This design comes from an exercise in tuning for small area and a short achievable clock period on the open sky130 flow, not from production work.
At most, simulation tests tie the RTL to the original design; equivalence was not proved.
The flow treats the clock pin as an ideal source. Dropping or thinning the clock tree relies on that and would not hold on a real chip.
Power and IR drop assume default switching activity.

P:
==> flow/design.v <==
module fifo_top (
    input         clk,
    input         rst,         
    input  [63:0] inputs,
    input         in_vld,
    output        fifo_rdy,
    output [63:0] outputs,
    output        fifo_vld,
    input         mac_rdy
  );
  fifo #(.WORD_L(8), .DEPTH(8), .PORT_L(8)) u_fifo (
    .clk      (clk),
    .rst      (rst),
    .inputs   (inputs),
    .in_vld   (in_vld),
    .fifo_rdy (fifo_rdy),
    .outputs  (outputs),
    .fifo_vld (fifo_vld),
    .mac_rdy  (mac_rdy)
  );
endmodule

module fifo #(parameter WORD_L= 8, DEPTH= 8, PORT_L= 8) (
    input                                   clk,
    input                                   rst,
    input [PORT_L - 1 : 0] [WORD_L -1 : 0]  inputs,
    input                                   in_vld,
    output                                  fifo_rdy,
    output [PORT_L - 1 : 0] [WORD_L -1 : 0] outputs,
    output                                  fifo_vld,
    input                                   mac_rdy
  );
  localparam W = PORT_L * WORD_L;
  localparam M = DEPTH - 1;                 
  logic [M-1:0][W-1:0] mem;
  logic [W-1:0]        out_q;
  logic [M-1:0]        wr_oh;               
  logic [M-1:0]        rsel;                
  logic [DEPTH-1:0]    lvl;                 
  logic                rdy_q;               
  logic                wr_en, rd_en, inc, dec, load, to_mem, from_mem;
  logic [DEPTH-1:0]    lvl_n;
  logic [M-1:0]        wr_oh_n, rd_oh, rd_oh_n;
  logic [W-1:0]        head;
  assign fifo_rdy = rdy_q;
  assign fifo_vld = lvl[0];
  assign outputs  = out_q;
  assign wr_en    = in_vld  & rdy_q;
  assign rd_en    = mac_rdy & lvl[0];
  assign inc      = wr_en & ~rd_en;
  assign dec      = rd_en & ~wr_en;
  assign load     = mac_rdy | ~lvl[0];
  assign from_mem = mac_rdy & lvl[1];       
  assign to_mem   = wr_en & (lvl[1] | (lvl[0] & ~mac_rdy));
  always_comb begin
    for (int i = 0; i < DEPTH; i++) begin
      if (inc)      lvl_n[i] = (i == 0) ? 1'b1 : lvl[i-1];
      else if (dec) lvl_n[i] = (i == DEPTH-1) ? 1'b0 : lvl[i+1];
      else          lvl_n[i] = lvl[i];
    end
  end
  assign rd_oh   = lvl[1] ? rsel : wr_oh;
  assign wr_oh_n = to_mem   ? {wr_oh[M-2:0], wr_oh[M-1]} : wr_oh;
  assign rd_oh_n = from_mem ? {rd_oh[M-2:0], rd_oh[M-1]} : rd_oh;
  always_ff @(posedge clk) begin
    if (!rst) begin
      lvl   <= '0;
      rdy_q <= 1'b1;
      wr_oh <= M'(1);
      rsel  <= '0;
    end else begin
      lvl   <= lvl_n;
      rdy_q <= ~lvl_n[DEPTH-1];
      wr_oh <= wr_oh_n;
      rsel  <= lvl_n[1] ? rd_oh_n : '0;
    end
  end
  always_comb begin
    head = inputs & {W{~lvl[1]}};
    for (int k = 0; k < M; k++)
      head = head | (mem[k] & {W{rsel[k]}});
  end
  always_ff @(posedge clk) begin
    for (int k = 0; k < M; k++)
      if (wr_oh[k] & rdy_q) mem[k] <= inputs;
  end
  always_ff @(posedge clk)
    if (load) out_q <= head;
endmodule
export LEC_CHECK = 0
export CAP_MARGIN = 20
export CORE_MARGIN = 2
export CORE_UTILIZATION = 60
export SETUP_SLACK_MARGIN = 2.85
export SLEW_MARGIN = 20
create_clock -name core_clock -period 4.5 [get_ports {clk}]
standard.sh (not shown) runs the stock make flow with config.mk's settings and CLKGATE_MAP_FILE= SYNTH_SCRIPT=/design/flow/synth_recipe.tcl, a recipe that flattens the netlist after the stock synthesis.
==> flow/flow/run.sh <==
#!/bin/bash
# Standard layout (the standard.sh, standard synthesis unchanged) with
# three changes:
#  - port buffers are buf_2 cells instead of the slow clkdlybuf4s50_1 that
#    buffer_ports picks by default;
#  - after global placement, flow/outff.tcl moves each flip-flop that drives
#    an output port buffer next to that buffer (detailed placement legalizes);
#  - the clock tree is a balanced two-level inverter tree built by
#    flow/mycts.tcl in place of clock_tree_synthesis.
set -euo pipefail
export MYCTS_LEAF_SIZE=20
export MYCTS_MID=4
export MYCTS_BUF=sky130_fd_sc_hd__clkinv_8
export MYCTS_MIDBUF=sky130_fd_sc_hd__clkinv_16
bash standard.sh \
  "BUFFER_PORTS_ARGS=-buffer_cell sky130_fd_sc_hd__buf_2" \
  "POST_GLOBAL_PLACE_TCL=$PWD/flow/outff.tcl" \
  "PRE_CTS_TCL=$PWD/flow/mycts.tcl" \
  finish > standard.log 2>&1
Other scripts of this flow, unchanged in this note and not shown: flow/flow/mycts.tcl, flow/flow/outff.tcl
Changes in Q relative to P:
--- a/flow/design.v
+++ b/flow/design.v
@@ -37,8 +37,9 @@
   logic [M-1:0]        wr_oh;               
   logic [M-1:0]        rsel;                
   logic [DEPTH-1:0]    lvl;                 
   logic                rdy_q;               
+  logic [M-1:0]        we_q;                
   logic                wr_en, rd_en, inc, dec, load, to_mem, from_mem;
   logic [DEPTH-1:0]    lvl_n;
   logic [M-1:0]        wr_oh_n, rd_oh, rd_oh_n;
   logic [W-1:0]        head;
@@ -66,13 +67,15 @@
     if (!rst) begin
       lvl   <= '0;
       rdy_q <= 1'b1;
       wr_oh <= M'(1);
+      we_q  <= M'(1);
       rsel  <= '0;
     end else begin
       lvl   <= lvl_n;
       rdy_q <= ~lvl_n[DEPTH-1];
       wr_oh <= wr_oh_n;
+      we_q  <= lvl_n[DEPTH-1] ? '0 : wr_oh_n;
       rsel  <= lvl_n[1] ? rd_oh_n : '0;
     end
   end
   always_comb begin
@@ -81,9 +84,9 @@
       head = head | (mem[k] & {W{rsel[k]}});
   end
   always_ff @(posedge clk) begin
     for (int k = 0; k < M; k++)
-      if (wr_oh[k] & rdy_q) mem[k] <= inputs;
+      if (we_q[k]) mem[k] <= inputs;
   end
   always_ff @(posedge clk)
     if (load) out_q <= head;
 endmodule
## What came out
- P -> Q: wire length of the first global-routing pass flat
- Sort P and Q by aggregate routed wire length asc -> top: P
- Actual slew at the worst max-slew pin delta for Q relative to P: 400 ps higher
- Measured against each other, P and Q differ in total power divided by cell area, the lower figure coming from Q.
- Between P and Q, the number of cells on the worst reg-to-reg path is higher for P.
- Sort P and Q by clock share of power asc -> top: P
- Compared with P, Q ends up with more cell area.
- Re fraction of power consumed by combinational cells: P was higher than Q.
For P, only the layout was checked, not whether the RTL still works. In every run of this note, the design's own scripts or RTL, not TritonCTS, make the clock network.

what the ideal ports hide:
How much do the figures lean on ideal ports? The routed layouts below were timed once more, with nothing changed but the port constraints.
Step 1: set_driving_cell puts a clkbuf_16 on clk and a buf_2 on each other input, an assumption about the parent block.
Step 2 moves the port delays by t, midway between the first and last clock arrival at a register: inputs arrive t later, outputs are due t later. That takes back most of the time a late clock gives input paths.
a / b / c = ideal ports / drivers / drivers and shift; a / b = the first two.
run	shift t [ns]	slack for setup (ns)	worst setup path after step 2	clock arrival spread, ns
P	0.468	2.657 / 2.561 / 2.380	input to register	0.082 / 0.081
Q	0.452	2.804 / 2.573 / 2.544	input to register	0.050 / 0.048
After both steps every run listed still meets setup and hold. For P, which loses most, drivers alone change the setup slack by -0.096 ns; drivers and shift together by -0.277 ns.
